This design comes from an exercise in tuning for small area on the open sky130 flow, not from production work.
The RTL was checked by simulation tests, not by an equivalence proof against the original design.
No activity file was given, so power comes from the tool's default toggle rates.

run B:
==> flow/design.v <==
`timescale 1ns/1ps
module fifo_aoi222 (
	input logic a0, b0, a1, b1, a2, b2,
	output logic y
);
	assign y = ~((a0 & b0) | (a1 & b1) | (a2 & b2));
endmodule
module fifo_oai22 (
	input logic a0, b0, a1, b1,
	output logic y
);
	assign y = ~((a0 | b0) & (a1 | b1));
endmodule
module fifo_nor4 (
	input logic a, b, c, d,
	output logic y
);
	assign y = ~(a | b | c | d);
endmodule
module fifo_nand4 (
	input logic a, b, c, d,
	output logic y
);
	assign y = ~(a & b & c & d);
endmodule
module fifo_nand2 (
	input logic a, b,
	output logic y
);
	assign y = ~(a & b);
endmodule
module fifo_inv (
	input logic a,
	output logic y
);
	assign y = ~a;
endmodule
`timescale 1ns/1ps
module easy_fifo_sync #
(
    parameter int DWIDTH = 32,
    parameter int DEPTH = 64,
    parameter int INPUT_REG = 0,
    parameter int OUTPUT_REG = 0
)
(
    input logic rst,
    input logic clk,
    input logic [DWIDTH-1:0] wr_data,
    input logic wr_en,
    output logic wr_full,
    input logic rd_en,
    output logic [DWIDTH-1:0] rd_data,
    output logic rd_empty,
	output logic [$clog2(DEPTH):0] fifo_cnt
);
	localparam int AW = $clog2(DEPTH);    
	localparam int CW = AW + 1;            
	localparam int SEG = 4;                
	localparam int SW = $clog2(SEG);
	localparam int NSEG = DEPTH / SEG;     
	localparam int DL = SEG - 1;           
	logic [DWIDTH-1:0] ring [DEPTH-1:0];
	logic [DWIDTH-1:0] dly [DL-1:0];
	logic [DL-1:0] dly_v;                  
	logic [AW-1:0] hp;                     
	logic [AW-1:0] tp;                     
	logic ring_empty;                      
	logic wr_prev, rd_prev;                
	logic [CW-1:0] held;
	logic wr_acc, rd_acc, rd_ring, rd_wait;
	logic [AW-1:0] ins_pos;
	logic can_ins, ins, take;
	logic [DL:0] head_sel;                 
	logic [NSEG-1:0] ins_seg;              
	logic [NSEG-1:0] ins_seg_n;
	logic [NSEG-1:0] tap_sel;              
	logic [DWIDTH-1:0] src, src_n;         
	logic [DWIDTH-1:0] ring_d [NSEG-1:0];  
	assign held = fifo_cnt + CW'(wr_prev) - CW'(rd_prev);
	assign wr_full = held[CW-1];           
	assign wr_acc = wr_en & ~wr_full;
	always_comb begin
		logic found;
		head_sel = '0;
		found = 1'b0;
		for (int i = DL - 1; i >= 0; i--)
			if (dly_v[i] && !found) begin
				head_sel[i] = 1'b1;
				found = 1'b1;
			end
		head_sel[DL] = ~found;
	end
	assign rd_empty = ring_empty ? ~(|dly_v | wr_en) : (hp[SW-1:0] != '0);
	assign rd_acc = rd_en & ~rd_empty;
	assign rd_ring = rd_acc & ~ring_empty;
	assign rd_wait = rd_acc & ring_empty;
	always_comb
		for (int k = 0; k < NSEG; k++)
			tap_sel[k] = ~ring_empty && hp[AW-1:SW] == (AW-SW)'(k);
	assign ins_pos = ring_empty ? '0 : tp;
	assign can_ins = ins_pos[SW-1:0] == '0;
	assign ins = (|{wr_acc, dly_v}) & can_ins & ~rd_wait;
	assign take = ins | rd_wait;
	always_comb
		for (int k = 0; k < NSEG; k++)
			ins_seg[k] = ins && ins_pos[AW-1:SW] == (AW-SW)'(k);
	assign ins_seg_n = ~ins_seg;
	always_ff @(posedge clk) begin
		if (rst) begin
			ring_empty <= 1'b1;
			hp <= '0;
			tp <= '0;
			dly_v <= '0;
			fifo_cnt <= '0;
			wr_prev <= 1'b0;
			rd_prev <= 1'b0;
		end
		else begin
			ring_empty <= ring_empty ? ~ins : (rd_ring & ~ins & (hp == tp));
			hp <= ring_empty ? '0 : hp + {{(AW-1){1'b0}}, ~rd_ring};
			tp <= ins_pos + {{(AW-1){1'b0}}, ~ins};
			dly_v[0] <= wr_acc & ~(take & head_sel[DL]);
			for (int i = 1; i < DL; i++)
				dly_v[i] <= dly_v[i-1] & ~(take & head_sel[i-1]);
			fifo_cnt <= held;
			wr_prev <= wr_acc;
			rd_prev <= rd_acc;
		end
	end
	always_ff @(posedge clk) begin
		dly[0] <= wr_data;
		for (int i = 1; i < DL; i++)
			dly[i] <= dly[i-1];
	end
	always_ff @(posedge clk) begin
		for (int p = 0; p < DEPTH; p++)
			if (p % SEG == 0)
				ring[p] <= ring_d[p / SEG];
			else
				ring[p] <= ring[p-1];
	end
	for (genvar b = 0; b < DWIDTH; b++) begin : g_bit
		logic src_dly_n, src_in_n;
		fifo_aoi222 u_src0 (.a0(head_sel[2]), .b0(dly[2][b]), .a1(head_sel[1]), .b1(dly[1][b]),
			.a2(head_sel[0]), .b2(dly[0][b]), .y(src_dly_n));
		fifo_nand2 u_src1 (.a(head_sel[3]), .b(wr_data[b]), .y(src_in_n));
		fifo_nand2 u_src (.a(src_dly_n), .b(src_in_n), .y(src[b]));
		fifo_inv u_srcn (.a(src[b]), .y(src_n[b]));
		for (genvar k = 0; k < NSEG; k++) begin : g_ins
			fifo_oai22 u_ins (.a0(ins_seg[k]), .b0(ring[(k * SEG + DEPTH - 1) % DEPTH][b]),
				.a1(ins_seg_n[k]), .b1((k % 2 == 1) ? src[b] : src_n[b]), .y(ring_d[k][b]));
		end
		logic ev0, ev1, ev2, od0, od1, od2, od3, od_n;
		fifo_aoi222 u_ev0 (.a0(tap_sel[0]), .b0(ring[0][b]), .a1(tap_sel[2]), .b1(ring[8][b]),
			.a2(tap_sel[4]), .b2(ring[16][b]), .y(ev0));
		fifo_aoi222 u_ev1 (.a0(tap_sel[6]), .b0(ring[24][b]), .a1(tap_sel[8]), .b1(ring[32][b]),
			.a2(tap_sel[10]), .b2(ring[40][b]), .y(ev1));
		fifo_aoi222 u_ev2 (.a0(tap_sel[12]), .b0(ring[48][b]), .a1(tap_sel[14]), .b1(ring[56][b]),
			.a2(ring_empty), .b2(src[b]), .y(ev2));
		fifo_oai22 u_od0 (.a0(~tap_sel[1]), .b0(ring[4][b]), .a1(~tap_sel[3]), .b1(ring[12][b]), .y(od0));
		fifo_oai22 u_od1 (.a0(~tap_sel[5]), .b0(ring[20][b]), .a1(~tap_sel[7]), .b1(ring[28][b]), .y(od1));
		fifo_oai22 u_od2 (.a0(~tap_sel[9]), .b0(ring[36][b]), .a1(~tap_sel[11]), .b1(ring[44][b]), .y(od2));
		fifo_oai22 u_od3 (.a0(~tap_sel[13]), .b0(ring[52][b]), .a1(~tap_sel[15]), .b1(ring[60][b]), .y(od3));
		fifo_nor4 u_od (.a(od0), .b(od1), .c(od2), .d(od3), .y(od_n));
		fifo_nand4 u_rd (.a(od_n), .b(ev0), .c(ev1), .d(ev2), .y(rd_data[b]));
	end
endmodule
Settings: LEC_CHECK=0, CAP_MARGIN=20, CORE_MARGIN=2, CORE_UTILIZATION=50, PLACE_DENSITY=0.65, SLEW_MARGIN=20, SYNTH_HIERARCHICAL=1, SYNTH_MINIMUM_KEEP_SIZE=0; clock period 6.0 ns.
standard.sh (not shown) runs the stock make flow with config.mk's settings and CLKGATE_MAP_FILE= SYNTH_SCRIPT=/design/flow/synth_recipe.tcl, a recipe that flattens the netlist after the stock synthesis.
==> flow/flow/run.sh <==
#!/bin/bash
# Standard layout (the standard.sh) with three changes:
#  - after floorplan every combinational cell is set to its smallest drive
#    strength (flow/downsize.tcl); the resizer upsizes only where needed;
#  - ports are buffered with buf_1 instead of the default buffer cell;
#  - the clock tree uses fewer, larger sink clusters driven by clkbuf_16 and no
#    dummy loads.
set -o pipefail
export POST_FLOORPLAN_TCL="$PWD/flow/downsize.tcl"
export BUFFER_PORTS_ARGS="-buffer_cell sky130_fd_sc_hd__buf_1"
export CTS_ARGS="-sink_clustering_enable -repair_clock_nets -dont_use_dummy_load -sink_clustering_size 30 -sink_clustering_max_diameter 60 -sink_clustering_buffer sky130_fd_sc_hd__clkbuf_16 -buf_list sky130_fd_sc_hd__clkbuf_16"
bash standard.sh finish > standard.log 2>&1
==> flow/flow/downsize.tcl <==
# Swap every combinational cell to the smallest drive strength of its kind;
# the resizer later upsizes only where slew, capacitance or timing needs it.
set n_swapped 0
foreach inst [get_cells *] {
  set master [get_property $inst ref_name]
  if {![regexp {^(sky130_fd_sc_hd__[a-z0-9]+)_([0-9]+)$} $master -> base size]} { continue }
  if {[regexp {df|dl|edf|sdf|clk|tap|fill|decap|conb|diode} $base]} { continue }
  foreach s {0 1} {
    if {$s >= $size} { break }
    set cand [get_lib_cells -quiet */${base}_$s]
    if {[llength $cand] > 0 && [lsearch $::env(DONT_USE_CELLS) ${base}_$s] < 0} {
      replace_cell $inst [get_full_name [lindex $cand 0]]
      incr n_swapped
      break
    }
  }
}
puts "downsize: swapped $n_swapped cells"
Input-level comparison between run H and run B:
--- a/flow/design.v
+++ b/flow/design.v
@@ -17,4 +17,10 @@
 );
 	assign y = ~(a | b | c | d);
+endmodule
+module fifo_nor2 (
+	input logic a, b,
+	output logic y
+);
+	assign y = ~(a | b);
 endmodule
 module fifo_nand4 (
@@ -61,4 +67,6 @@
 	localparam int NSEG = DEPTH / SEG;     
 	localparam int DL = SEG - 1;           
+	localparam int TAPD = 5;               
+	localparam int NTAP = (DEPTH + TAPD - 1) / TAPD;
 	logic [DWIDTH-1:0] ring [DEPTH-1:0];
 	logic [DWIDTH-1:0] dly [DL-1:0];
@@ -75,5 +83,6 @@
 	logic [NSEG-1:0] ins_seg;              
 	logic [NSEG-1:0] ins_seg_n;
-	logic [NSEG-1:0] tap_sel;              
+	logic [NTAP-1:0] tap_sel;              
+	logic at_tap;                          
 	logic [DWIDTH-1:0] src, src_n;         
 	logic [DWIDTH-1:0] ring_d [NSEG-1:0];  
@@ -92,11 +101,16 @@
 		head_sel[DL] = ~found;
 	end
-	assign rd_empty = ring_empty ? ~(|dly_v | wr_en) : (hp[SW-1:0] != '0);
+	assign rd_empty = ring_empty ? ~(|dly_v | wr_en) : ~at_tap;
 	assign rd_acc = rd_en & ~rd_empty;
 	assign rd_ring = rd_acc & ~ring_empty;
 	assign rd_wait = rd_acc & ring_empty;
+	always_comb begin
+		at_tap = 1'b0;
+		for (int j = 0; j < NTAP; j++)
+			at_tap = at_tap | (hp == AW'(j * TAPD));
+	end
 	always_comb
-		for (int k = 0; k < NSEG; k++)
-			tap_sel[k] = ~ring_empty && hp[AW-1:SW] == (AW-SW)'(k);
+		for (int j = 0; j < NTAP; j++)
+			tap_sel[j] = ~ring_empty && hp == AW'(j * TAPD);
 	assign ins_pos = ring_empty ? '0 : tp;
 	assign can_ins = ins_pos[SW-1:0] == '0;
@@ -153,14 +167,13 @@
 		end
 		logic ev0, ev1, ev2, od0, od1, od2, od3, od_n;
-		fifo_aoi222 u_ev0 (.a0(tap_sel[0]), .b0(ring[0][b]), .a1(tap_sel[2]), .b1(ring[8][b]),
-			.a2(tap_sel[4]), .b2(ring[16][b]), .y(ev0));
-		fifo_aoi222 u_ev1 (.a0(tap_sel[6]), .b0(ring[24][b]), .a1(tap_sel[8]), .b1(ring[32][b]),
-			.a2(tap_sel[10]), .b2(ring[40][b]), .y(ev1));
-		fifo_aoi222 u_ev2 (.a0(tap_sel[12]), .b0(ring[48][b]), .a1(tap_sel[14]), .b1(ring[56][b]),
-			.a2(ring_empty), .b2(src[b]), .y(ev2));
-		fifo_oai22 u_od0 (.a0(~tap_sel[1]), .b0(ring[4][b]), .a1(~tap_sel[3]), .b1(ring[12][b]), .y(od0));
-		fifo_oai22 u_od1 (.a0(~tap_sel[5]), .b0(ring[20][b]), .a1(~tap_sel[7]), .b1(ring[28][b]), .y(od1));
-		fifo_oai22 u_od2 (.a0(~tap_sel[9]), .b0(ring[36][b]), .a1(~tap_sel[11]), .b1(ring[44][b]), .y(od2));
-		fifo_oai22 u_od3 (.a0(~tap_sel[13]), .b0(ring[52][b]), .a1(~tap_sel[15]), .b1(ring[60][b]), .y(od3));
+		fifo_aoi222 u_ev0 (.a0(tap_sel[0]), .b0(ring[0][b]), .a1(tap_sel[2]), .b1(ring[10][b]),
+			.a2(tap_sel[5]), .b2(ring[25][b]), .y(ev0));
+		fifo_aoi222 u_ev1 (.a0(tap_sel[7]), .b0(ring[35][b]), .a1(tap_sel[8]), .b1(ring[40][b]),
+			.a2(tap_sel[10]), .b2(ring[50][b]), .y(ev1));
+		fifo_nand2 u_ev2 (.a(ring_empty), .b(src[b]), .y(ev2));
+		fifo_oai22 u_od0 (.a0(~tap_sel[1]), .b0(ring[5][b]), .a1(~tap_sel[3]), .b1(ring[15][b]), .y(od0));
+		fifo_oai22 u_od1 (.a0(~tap_sel[4]), .b0(ring[20][b]), .a1(~tap_sel[6]), .b1(ring[30][b]), .y(od1));
+		fifo_oai22 u_od2 (.a0(~tap_sel[9]), .b0(ring[45][b]), .a1(~tap_sel[11]), .b1(ring[55][b]), .y(od2));
+		fifo_nor2 u_od3 (.a(~tap_sel[12]), .b(ring[60][b]), .y(od3));
 		fifo_nor4 u_od (.a(od0), .b(od1), .c(od2), .d(od3), .y(od_n));
 		fifo_nand4 u_rd (.a(od_n), .b(ev0), .c(ev1), .d(ev2), .y(rd_data[b]));
--- outcome ---
- As of run H, per-cell routed wire length had fallen by a few percent compared to run B.
- Total CTS buffers (lower): run B
- Largest fanout on the critical path was higher in run H than in run B.
- On run H: sequential share of layout area is 0.21 points higher than what run B gave.
- Comparing global-route usage for run H and run B, the smaller number came from run H.
- On run H: portion of the layout cell area used by non-clock buffers is 0.18 points higher than what run B gave.
- Run B ended up with rd_data[7] as its timing endpoint of the critical path; run H ended up with rd_data[8].
- In terms of finished layout cell area, run B and run H differ only marginally.
- Part of the total power dissipated in the clock network (higher): run H
- Run H vs. run B: fmax roughly the same, height of the die closely matched the old numbers, critical path depth rose 1.

-- afterwards: timing with drivers on the ports --
The flow's constraints put no driver on any port. The routed layouts listed below were extracted and timed again, unchanged, in two steps.
Step 1: set_driving_cell puts a clkbuf_16 on clk and a buf_2 on each other input, an assumption about the parent block.
Step 2, shift: input delay + t, output delay - t, t = (earliest + latest rising clock arrival at the registers) / 2. This alone moves slack from input paths to output paths.
a / b / c = no drivers / after step 1 / after step 2; a / b = the first two.
run	shift t [ns]	setup WS [ns]	latest minus earliest clock arrival (ns)
run B	0.733	0.676 / 0.611 / 1.344	0.088 / 0.088
run H	0.757	0.689 / 0.612 / 1.369	0.062 / 0.062
After both steps setup and hold are still met in every run listed.
